This design comes from an exercise in tuning for small area on the open sky130 flow, not from production work.
RTL that was checked went through simulation tests only; none was proved equivalent to the original.
Power and IR drop assume default switching activity.

==> run M <==
## cpu8
module cpu8(
	input clk,
	input rst,                  
	output [7:0] imem_addr,     
	input [15:0] imem_data,     
	output [7:0] dmem_addr,
	output [7:0] dmem_wdata,
	output dmem_we,
	input [7:0] dmem_rdata,     
	input [7:0] dip,            
	output [7:0] result         
	);
wire [15:0] i = imem_data;
wire       msb = i[15];
wire [3:0] a1  = i[14:11];
wire [4:0] lo  = i[10:6];       
wire [2:0] in1 = i[5:3];
wire [2:0] in2 = i[2:0];
wire [2:0] ls  = i[10:8];
wire [7:0] imm = i[7:0];
wire a1_0 = (a1 == 4'd0);
wire a1_6 = (a1 == 4'd6);
wire a1_8 = (a1 == 4'd8);
wire a1_9 = (a1 == 4'd9);
wire ldsel = a1_6 | (a1 == 4'd7) | a1_9;
wire isLoad  = msb & ldsel;
wire isStore = msb & a1_8;
wire isJump  = msb & ~a1[3] & ~(a1[2] & a1[1]);
wire [31:0] lod = 32'd1 << lo;
wire [31:0] opd = a1_0 ? lod : 32'd0;
wire op_196  = a1_6 & lod[4];
wire sel_sum = opd[1] | opd[3] | opd[15] | opd[16];
wire sel_p   = opd[4] | opd[5] | opd[8] | opd[18];
wire sel_g   = opd[2] | opd[4];
wire sel_b   = opd[6];
wire sel_d1  = opd[20] | op_196;
wire sel_sh  = opd[9] | opd[10] | opd[11] | opd[12] | opd[13] | opd[14];
  ...
==> module cpu8, before the edit <==
module cpu8(
	input clk,
	input rst,                  
	output [7:0] imem_addr,     
	input [15:0] imem_data,     
	output [7:0] dmem_addr,
	output [7:0] dmem_wdata,
	output dmem_we,
	input [7:0] dmem_rdata,     
	input [7:0] dip,            
	output [7:0] result         
	);
wire [15:0] i = imem_data;
wire       msb = i[15];
wire [3:0] a1  = i[14:11];
wire [4:0] lo  = i[10:6];       
wire [2:0] in1 = i[5:3];
wire [2:0] in2 = i[2:0];
wire [2:0] ls  = i[10:8];
wire [7:0] imm = i[7:0];
wire a1_0 = (a1 == 4'd0);
wire a1_6 = (a1 == 4'd6);
wire a1_8 = (a1 == 4'd8);
wire a1_9 = (a1 == 4'd9);
wire ldsel = a1_6 | (a1 == 4'd7) | a1_9;
wire isLoad  = msb & ldsel;
wire isStore = msb & a1_8;
wire isJump  = msb & ~a1[3] & ~(a1[2] & a1[1]);
wire [31:0] lod = 32'd1 << lo;
wire [31:0] opd = a1_0 ? lod : 32'd0;
wire op_196  = a1_6 & lod[4];
wire sel_sum = opd[1] | opd[3] | opd[15] | opd[16];
wire sel_p   = opd[4] | opd[5] | opd[8] | opd[18];
wire sel_g   = opd[2] | opd[4];
wire sel_b   = opd[6];
wire sel_d1  = opd[20] | op_196;
wire sel_sh  = opd[9] | opd[10] | opd[11] | opd[12] | opd[13] | opd[14];
wire op_shr  = opd[9] | opd[10];
wire op_shl  = opd[11] | opd[12];
wire op_rot  = opd[13] | opd[14];
wire known   = opd[0] | sel_sum | sel_p | sel_g | sel_b | sel_d1 | sel_sh;
wire sel_3   = ~known;
wire rw = ldsel | (opd[1] | opd[2] | opd[3] | opd[4] | opd[5] | opd[6] | opd[8]
                   | sel_sh | opd[15] | opd[16] | opd[20]);
reg [7:0] r [0:7];
wire [2:0] rbad = a1[3] ? ls : in2;
wire [7:0] d1 = r[in1];
wire [7:0] rb = r[rbad];
wire use_b = ~lo[3] & (~lo[4] | lo[2]);
wire inv_b = (lo[4] & ~lo[1]) | (lo[0] & lo[1] & ~lo[2]) | (lo[3] & ~lo[0]);
wire cin   = lo[1] | lo[2];
wire [7:0] b = ({8{use_b}} & rb) ^ {8{inv_b}};
wire [7:0] p = d1 ^ b;
wire [7:0] g = d1 & b;
wire [8:0] sum = {1'b0, d1} + {1'b0, b} + {8'd0, cin};
wire [2:0] n = in2;
wire right = op_shr | opd[14];
wire [2:0] k = right ? (3'd0 - n) : n;
wire [7:0] s1 = k[0] ? {d1[6:0], d1[7]}   : d1;
wire [7:0] s2 = k[1] ? {s1[5:0], s1[7:6]} : s1;
wire [7:0] rot = k[2] ? {s2[3:0], s2[7:4]} : s2;
wire [7:0] th = 8'hff << n;                  
wire [7:0] thr = {th[0], th[1], th[2], th[3], th[4], th[5], th[6], th[7]};
wire [7:0] mask = ~({8{op_shl}} & ~th) & ~({8{op_shr}} & ~thr);
wire [7:0] shres = rot & mask;
wire [7:0] res = ({8{sel_sum}} & sum[7:0]) | ({8{sel_p}} & p) | ({8{sel_g}} & g)
               | ({8{sel_b}} & rb) | ({8{sel_d1}} & d1) | ({8{sel_sh}} & shres)
               | {6'd0, sel_3, sel_3};
assign result = res;
reg fz, fc, fs, fo;
wire nz = (n != 3'd0);
wire setzs = sel_sum | opd[2] | opd[4] | opd[5] | sel_sh | opd[20];
wire [7:0] zsrc = opd[20] ? sum[7:0] : res;
wire zn = (zsrc == 8'd0);
wire sn = zsrc[7];
reg cn, on;
always @(*) begin
	cn = fc; on = fo;
	if (opd[1] | opd[15]) begin cn = sum[8];  on = sum[8]; end
	if (opd[16])          begin cn = ~sum[8]; on = ~sum[8]; end
	if (opd[3] | opd[20]) begin on = fc; end
	if (opd[2] | opd[4] | opd[5]) begin cn = 1'b0; on = 1'b0; end
	if (op_shr)           begin cn = nz & rot[7]; on = res[7] ^ d1[7]; end
	if (op_shl)           begin cn = nz & rot[0]; on = res[7] ^ d1[7]; end
	if (op_rot)           begin cn = res[7]; on = d1[7]; end
end
always @(posedge clk) begin
	if (rst) begin
		fz <= 1'b0; fc <= 1'b0; fs <= 1'b0; fo <= 1'b0;
	end else begin
		if (setzs) begin fz <= zn; fs <= sn; end
		fc <= cn; fo <= on;
	end
end
wire [2:0] wa = isLoad ? ls : in1;
wire [7:0] wd = isLoad ? (a1_6 ? imm : a1_9 ? dip : dmem_rdata) : res;
always @(posedge clk) begin
	if (rst) begin
		r[0] <= 8'd4; r[1] <= 8'd9; r[2] <= 8'd11; r[3] <= 8'd3;
		r[4] <= 8'd3; r[5] <= 8'd5; r[6] <= 8'd6; r[7] <= 8'd7;
	end else if (rw) begin
		r[wa] <= wd;
	end
end
reg [7:0] pc;
reg take;
always @(*) begin
	case (a1[2:0])
	3'd0: take = fz;
	3'd1: take = fc;
	3'd2: take = ~fc & ~fz;
	3'd3: take = fs ^ fo;
	3'd4: take = ~(fs ^ fo) & ~fz;
	default: take = 1'b1;
	endcase
end
always @(posedge clk) begin
	if (rst)                 pc <= 8'd0;
	else if (isJump & take)  pc <= imm;
	else                     pc <= pc + 8'd1;
end
assign imem_addr = pc;
assign dmem_addr = imm;
assign dmem_wdata = rb;
assign dmem_we = isStore;
endmodule
export LEC_CHECK = 0
export ABC_AREA = 1
export CAP_MARGIN = 20
export CORE_MARGIN = 2
export CORE_UTILIZATION = 40
export GPL_TIMING_DRIVEN = 0
export SETUP_SLACK_MARGIN = 0.1
export SLEW_MARGIN = 20
create_clock -name core_clock -period 7.0 [get_ports {clk}]
standard.sh (not shown) runs the stock make flow with config.mk's settings and CLKGATE_MAP_FILE= SYNTH_SCRIPT=/design/flow/synth_recipe.tcl, a recipe that flattens the netlist after the stock synthesis.
==> flow/flow/run.sh <==
#!/bin/bash
# Standard ORFS layout with two changes: an area-oriented ABC mapping
# script (flow/abc.script) and minimum-size port buffers.
set -uo pipefail
rm -rf scripts_mod
cp -r "$FLOW_HOME/scripts" scripts_mod
cp flow/abc.script scripts_mod/abc_area.script
bash standard.sh SCRIPTS_DIR="$PWD/scripts_mod" ABC_AREA=1 ADDER_MAP_FILE= \
  "BUFFER_PORTS_ARGS=-buffer_cell sky130_fd_sc_hd__buf_1" "CTS_ARGS=-sink_clustering_enable -repair_clock_nets -buf_list sky130_fd_sc_hd__clkbuf_8 -dont_use_dummy_load" finish > standard.log 2>&1
==> flow/flow/abc.script <==
&get -n
&deepsyn -T 20
&put
dch
amap
==> run B (differences from run M) <==
==> flow/design.v (replaced) <==
`timescale 1ns / 1ps
module cpu8(
	input clk,
	input rst,                  
	output [7:0] imem_addr,     
	input [15:0] imem_data,     
	output [7:0] dmem_addr,
	output [7:0] dmem_wdata,
	output dmem_we,
	input [7:0] dmem_rdata,     
	input [7:0] dip,            
	output [7:0] result         
	);
wire [15:0] i = imem_data;
wire       msb = i[15];
wire [3:0] a1  = i[14:11];
wire [4:0] lo  = i[10:6];       
wire [2:0] in1 = i[5:3];
wire [2:0] in2 = i[2:0];
wire [2:0] ls  = i[10:8];
wire [7:0] imm = i[7:0];
wire a1_0 = (a1 == 4'd0);
wire a1_6 = (a1 == 4'd6);
wire a1_7 = (a1 == 4'd7);
wire a1_8 = (a1 == 4'd8);
wire a1_9 = (a1 == 4'd9);
wire ldsel = a1_6 | a1_7 | a1_9;
wire isLoad  = msb & ldsel;
wire isStore = msb & a1_8;
wire isJump  = msb & (a1 < 4'd6);
wire op_nop  = a1_0 & (lo == 5'd0);
wire op_add  = a1_0 & (lo == 5'd1);
wire op_and  = a1_0 & (lo == 5'd2);
wire op_sub  = a1_0 & (lo == 5'd3);
wire op_or   = a1_0 & (lo == 5'd4);
wire op_xor  = a1_0 & (lo == 5'd5);
wire op_mov  = a1_0 & (lo == 5'd6);
wire op_not  = a1_0 & (lo == 5'd8);
wire op_shr  = a1_0 & ((lo == 5'd9)  | (lo == 5'd10));
wire op_shl  = a1_0 & ((lo == 5'd11) | (lo == 5'd12));
wire op_rol  = a1_0 & (lo == 5'd13);
wire op_ror  = a1_0 & (lo == 5'd14);
wire op_inc  = a1_0 & (lo == 5'd15);
wire op_dec  = a1_0 & (lo == 5'd16);
wire op_cmp  = a1_0 & (lo == 5'd20);
wire op_d1   = (a1_0 & ((lo == 5'd18) | (lo == 5'd20))) | (a1_6 & (lo == 5'd4));
wire op_shift = op_shr | op_shl;
wire op_rot  = op_rol | op_ror;
wire op_arith = op_add | op_sub | op_inc | op_dec;
wire op_logic = op_and | op_or | op_xor;
wire op_three = ~(op_nop | op_arith | op_logic | op_mov | op_not | op_shift | op_rot | op_d1);
wire rw = ldsel | (~a1_8 & (op_arith | op_logic | op_mov | op_not | op_shift | op_rot | op_cmp));
reg [7:0] r [0:7];
wire [2:0] ra = isStore ? ls : in1;
wire [7:0] d1 = r[ra];
wire [7:0] rb = r[in2];
wire sub_like = op_sub | op_cmp;
wire [7:0] b = op_inc ? 8'd0 : op_dec ? 8'hff : sub_like ? ~rb : rb;
wire cin = sub_like | op_inc;
wire [8:0] sum = {1'b0, d1} + {1'b0, b} + {8'd0, cin};
wire [2:0] n = in2;
wire right = op_shr | op_ror;
wire [2:0] k = right ? (3'd0 - n) : n;
wire [7:0] s1 = k[0] ? {d1[6:0], d1[7]}   : d1;
wire [7:0] s2 = k[1] ? {s1[5:0], s1[7:6]} : s1;
wire [7:0] rot = k[2] ? {s2[3:0], s2[7:4]} : s2;
wire [7:0] mL = 8'hff << n;
wire [7:0] mR = 8'hff >> n;
wire [7:0] shres = rot & (op_shl ? mL : op_shr ? mR : 8'hff);
reg [7:0] res;
always @(*) begin
	res = 8'd0;
	if (op_arith)  res = sum[7:0];
	if (op_and)    res = d1 & rb;
	if (op_or)     res = d1 | rb;
	if (op_xor)    res = d1 ^ rb;
	if (op_mov)    res = rb;
	if (op_not)    res = ~d1;
	if (op_shift | op_rot) res = shres;
	if (op_d1)     res = d1;
	if (op_three)  res = 8'd3;
end
assign result = res;
reg fz, fc, fs, fo;
wire nz = (n != 3'd0);
wire setzs = op_arith | op_logic | op_shift | op_rot | op_cmp;
wire [7:0] zsrc = op_cmp ? sum[7:0] : res;
wire zn = (zsrc == 8'd0);
wire sn = zsrc[7];
reg cn, on;
always @(*) begin
	cn = fc; on = fo;
	if (op_add | op_inc) begin cn = sum[8];  on = sum[8]; end
	if (op_dec)          begin cn = ~sum[8]; on = ~sum[8]; end
	if (op_sub | op_cmp) begin on = fc; end
	if (op_logic)        begin cn = 1'b0; on = 1'b0; end
	if (op_shr)          begin cn = nz & rot[7]; on = res[7] ^ d1[7]; end
	if (op_shl)          begin cn = nz & rot[0]; on = res[7] ^ d1[7]; end
	if (op_rot)          begin cn = res[7]; on = d1[7]; end
end
always @(posedge clk) begin
	if (rst) begin
		fz <= 1'b0; fc <= 1'b0; fs <= 1'b0; fo <= 1'b0;
	end else begin
		if (setzs) begin fz <= zn; fs <= sn; end
		fc <= cn; fo <= on;
	end
end
wire [2:0] wa = isLoad ? ls : in1;
wire [7:0] wd = isLoad ? (a1_6 ? imm : a1_9 ? dip : dmem_rdata) : res;
always @(posedge clk) begin
	if (rst) begin
		r[0] <= 8'd4; r[1] <= 8'd9; r[2] <= 8'd11; r[3] <= 8'd3;
		r[4] <= 8'd3; r[5] <= 8'd5; r[6] <= 8'd6; r[7] <= 8'd7;
	end else if (rw) begin
		r[wa] <= wd;
	end
end
reg [7:0] pc;
reg take;
always @(*) begin
	case (a1[2:0])
	3'd0: take = fz;
	3'd1: take = fc;
	3'd2: take = ~fc & ~fz;
	3'd3: take = fs ^ fo;
	3'd4: take = ~(fs ^ fo) & ~fz;
	default: take = 1'b1;
	endcase
end
always @(posedge clk) begin
	if (rst)                 pc <= 8'd0;
	else if (isJump & take)  pc <= imm;
	else                     pc <= pc + 8'd1;
end
assign imem_addr = pc;
assign dmem_addr = imm;
assign dmem_wdata = d1;
assign dmem_we = isStore;
endmodule
==> flow/run.sh (new file) <==
#!/bin/bash
# synth_recipe.tcl (not shown) runs the flow's synth.tcl, then flattens the netlist and writes it again
# the make line also repeats each setting of config.mk as NAME=value (left out here)
make -C /OpenROAD-flow-scripts/flow DESIGN_CONFIG=/design/flow/config.mk WORK_HOME=/design/flow/orfs CLKGATE_MAP_FILE= SYNTH_SCRIPT=/design/flow/synth_recipe.tcl finish
Settings changed: ABC_AREA 1 to unset, SETUP_SLACK_MARGIN 0.1 to unset.
removed: flow/flow/run.sh
removed: flow/flow/abc.script
removed: flow/standard.sh
==> run D (differences from run M) <==
--- a/flow/design.v
+++ b/flow/design.v
@@ -44,8 +44,8 @@
 wire rw = ldsel | (opd[1] | opd[2] | opd[3] | opd[4] | opd[5] | opd[6] | opd[8]
                    | sel_sh | opd[15] | opd[16] | opd[20]);
-reg [7:0] r [0:7];
-wire [2:0] rbad = a1[3] ? ls : in2;
-wire [7:0] d1 = r[in1];
-wire [7:0] rb = r[rbad];
+reg [63:0] rf;                  
+wire [2:0] raad = a1[3] ? ls : in1;
+wire [7:0] d1 = rf[8*raad +: 8];
+wire [7:0] rb = rf[8*in2 +: 8];
 wire use_b = ~lo[3] & (~lo[4] | lo[2]);
 wire inv_b = (lo[4] & ~lo[1]) | (lo[0] & lo[1] & ~lo[2]) | (lo[3] & ~lo[0]);
@@ -75,15 +75,12 @@
 wire zn = (zsrc == 8'd0);
 wire sn = zsrc[7];
-reg cn, on;
-always @(*) begin
-	cn = fc; on = fo;
-	if (opd[1] | opd[15]) begin cn = sum[8];  on = sum[8]; end
-	if (opd[16])          begin cn = ~sum[8]; on = ~sum[8]; end
-	if (opd[3] | opd[20]) begin on = fc; end
-	if (opd[2] | opd[4] | opd[5]) begin cn = 1'b0; on = 1'b0; end
-	if (op_shr)           begin cn = nz & rot[7]; on = res[7] ^ d1[7]; end
-	if (op_shl)           begin cn = nz & rot[0]; on = res[7] ^ d1[7]; end
-	if (op_rot)           begin cn = res[7]; on = d1[7]; end
-end
+wire c_add = opd[1] | opd[15];       
+wire c_dec = opd[16];                
+wire c_keep = ~(c_add | c_dec | opd[2] | opd[4] | opd[5] | op_shr | op_shl | op_rot);
+wire cn = (c_add & sum[8]) | (c_dec & ~sum[8]) | (c_keep & fc)
+        | (op_shr & nz & rot[7]) | (op_shl & nz & rot[0]) | (op_rot & res[7]);
+wire o_keep = ~(c_add | c_dec | opd[3] | opd[20] | opd[2] | opd[4] | opd[5] | op_shr | op_shl | op_rot);
+wire on = (c_add & sum[8]) | (c_dec & ~sum[8]) | ((opd[3] | opd[20]) & fc) | (o_keep & fo)
+        | ((op_shr | op_shl) & (res[7] ^ d1[7])) | (op_rot & d1[7]);
 always @(posedge clk) begin
 	if (rst) begin
@@ -96,12 +93,15 @@
 wire [2:0] wa = isLoad ? ls : in1;
 wire [7:0] wd = isLoad ? (a1_6 ? imm : a1_9 ? dip : dmem_rdata) : res;
-always @(posedge clk) begin
-	if (rst) begin
-		r[0] <= 8'd4; r[1] <= 8'd9; r[2] <= 8'd11; r[3] <= 8'd3;
-		r[4] <= 8'd3; r[5] <= 8'd5; r[6] <= 8'd6; r[7] <= 8'd7;
-	end else if (rw) begin
-		r[wa] <= wd;
+wire [63:0] init = {8'd7, 8'd6, 8'd5, 8'd3, 8'd3, 8'd11, 8'd9, 8'd4};
+wire [7:0] wd0 = wd & ~{8{rst}};
+wire [7:0] wd1 = wd | {8{rst}};
+wire [7:0] wsel = 8'd1 << wa;
+genvar wk, bb;
+generate for (wk = 0; wk < 8; wk = wk + 1) begin : wr
+	wire en = rst | (rw & wsel[wk]);
+	for (bb = 0; bb < 8; bb = bb + 1) begin : bt
+		always @(posedge clk) if (en) rf[8*wk+bb] <= init[8*wk+bb] ? wd1[bb] : wd0[bb];
 	end
-end
+end endgenerate
 reg [7:0] pc;
 reg take;
@@ -123,5 +123,5 @@
 assign imem_addr = pc;
 assign dmem_addr = imm;
-assign dmem_wdata = rb;
+assign dmem_wdata = d1;
 assign dmem_we = isStore;
 endmodule
==> flow/flow/abc.script (replaced) <==
strash
dch
amap
Settings changed: CORE_UTILIZATION 40 to 60, GPL_TIMING_DRIVEN 0 to 1, SETUP_SLACK_MARGIN 0.1 to unset.
==> summary of the runs <==
The lowest core utilization belongs to run M, the highest to run D. Against run D, the wire length of run B is larger by 44%. The lowest clock skew belongs to run B, the highest to run D. Sequential cell count is the same in run D and run M. The lowest total power belongs to run D, the highest to run B.
==> figures <==
item	run D	run B	run M
Result of the run	complete, no violations	complete, no violations	complete, no violations
Clock network share of area	2.11%	3.01%	1.93%
Post-DR wirelength/cell	22.8 µm	22.3 µm	20.9 µm
Share of cell area taken by multi-input logic gates	45.5%	53.1%	46.1%
Net count of the finished layout	732	1018	791
Std cell rows	33	48	41
Library cell used as clock root buffer	clkbuf_8	clkbuf_16	clkbuf_8
Minimum clock period after layout	6.74 ns	6.89 ns	6.78 ns
Height of the die	95.9 µm	137 µm	117 µm
Reg2reg start	rf[48]$_DFFE_PP_	r[3][0]$_SDFFCE_PN1P_	r[3][1]$_SDFFCE_PN1P_
Clock network fraction of total power	22.0%	30.1%	22.2%
Only the layout flow was run in run B; the RTL was not checked for function there.

separate check: timing with driven ports:
No port has a modelled driver above. Below, the same layouts with a new extraction and two added sets of constraints.
Step 1 assumes that a clkbuf_16 drives the clock port and a buf_2 every other input.
Step 2 also shifts input and output timing later by t, the mid clock arrival at the registers, as if the neighbouring blocks saw the same clock.
a / b / c = no drivers / after step 1 / after step 2; a / b = the first two.
run	t, ns	slack for setup (ns)	cell pins on the clock port's net
run M	0.399	0.216 / 0.178 / 0.105	1
run B	0.389	0.111 / 0.075 / 0.075	1
run D	0.374	0.263 / 0.238 / 0.238	1
After both steps every run listed still meets setup and hold. For run M, which loses most, drivers alone change the setup slack by -0.038 ns; drivers and shift together by -0.111 ns.
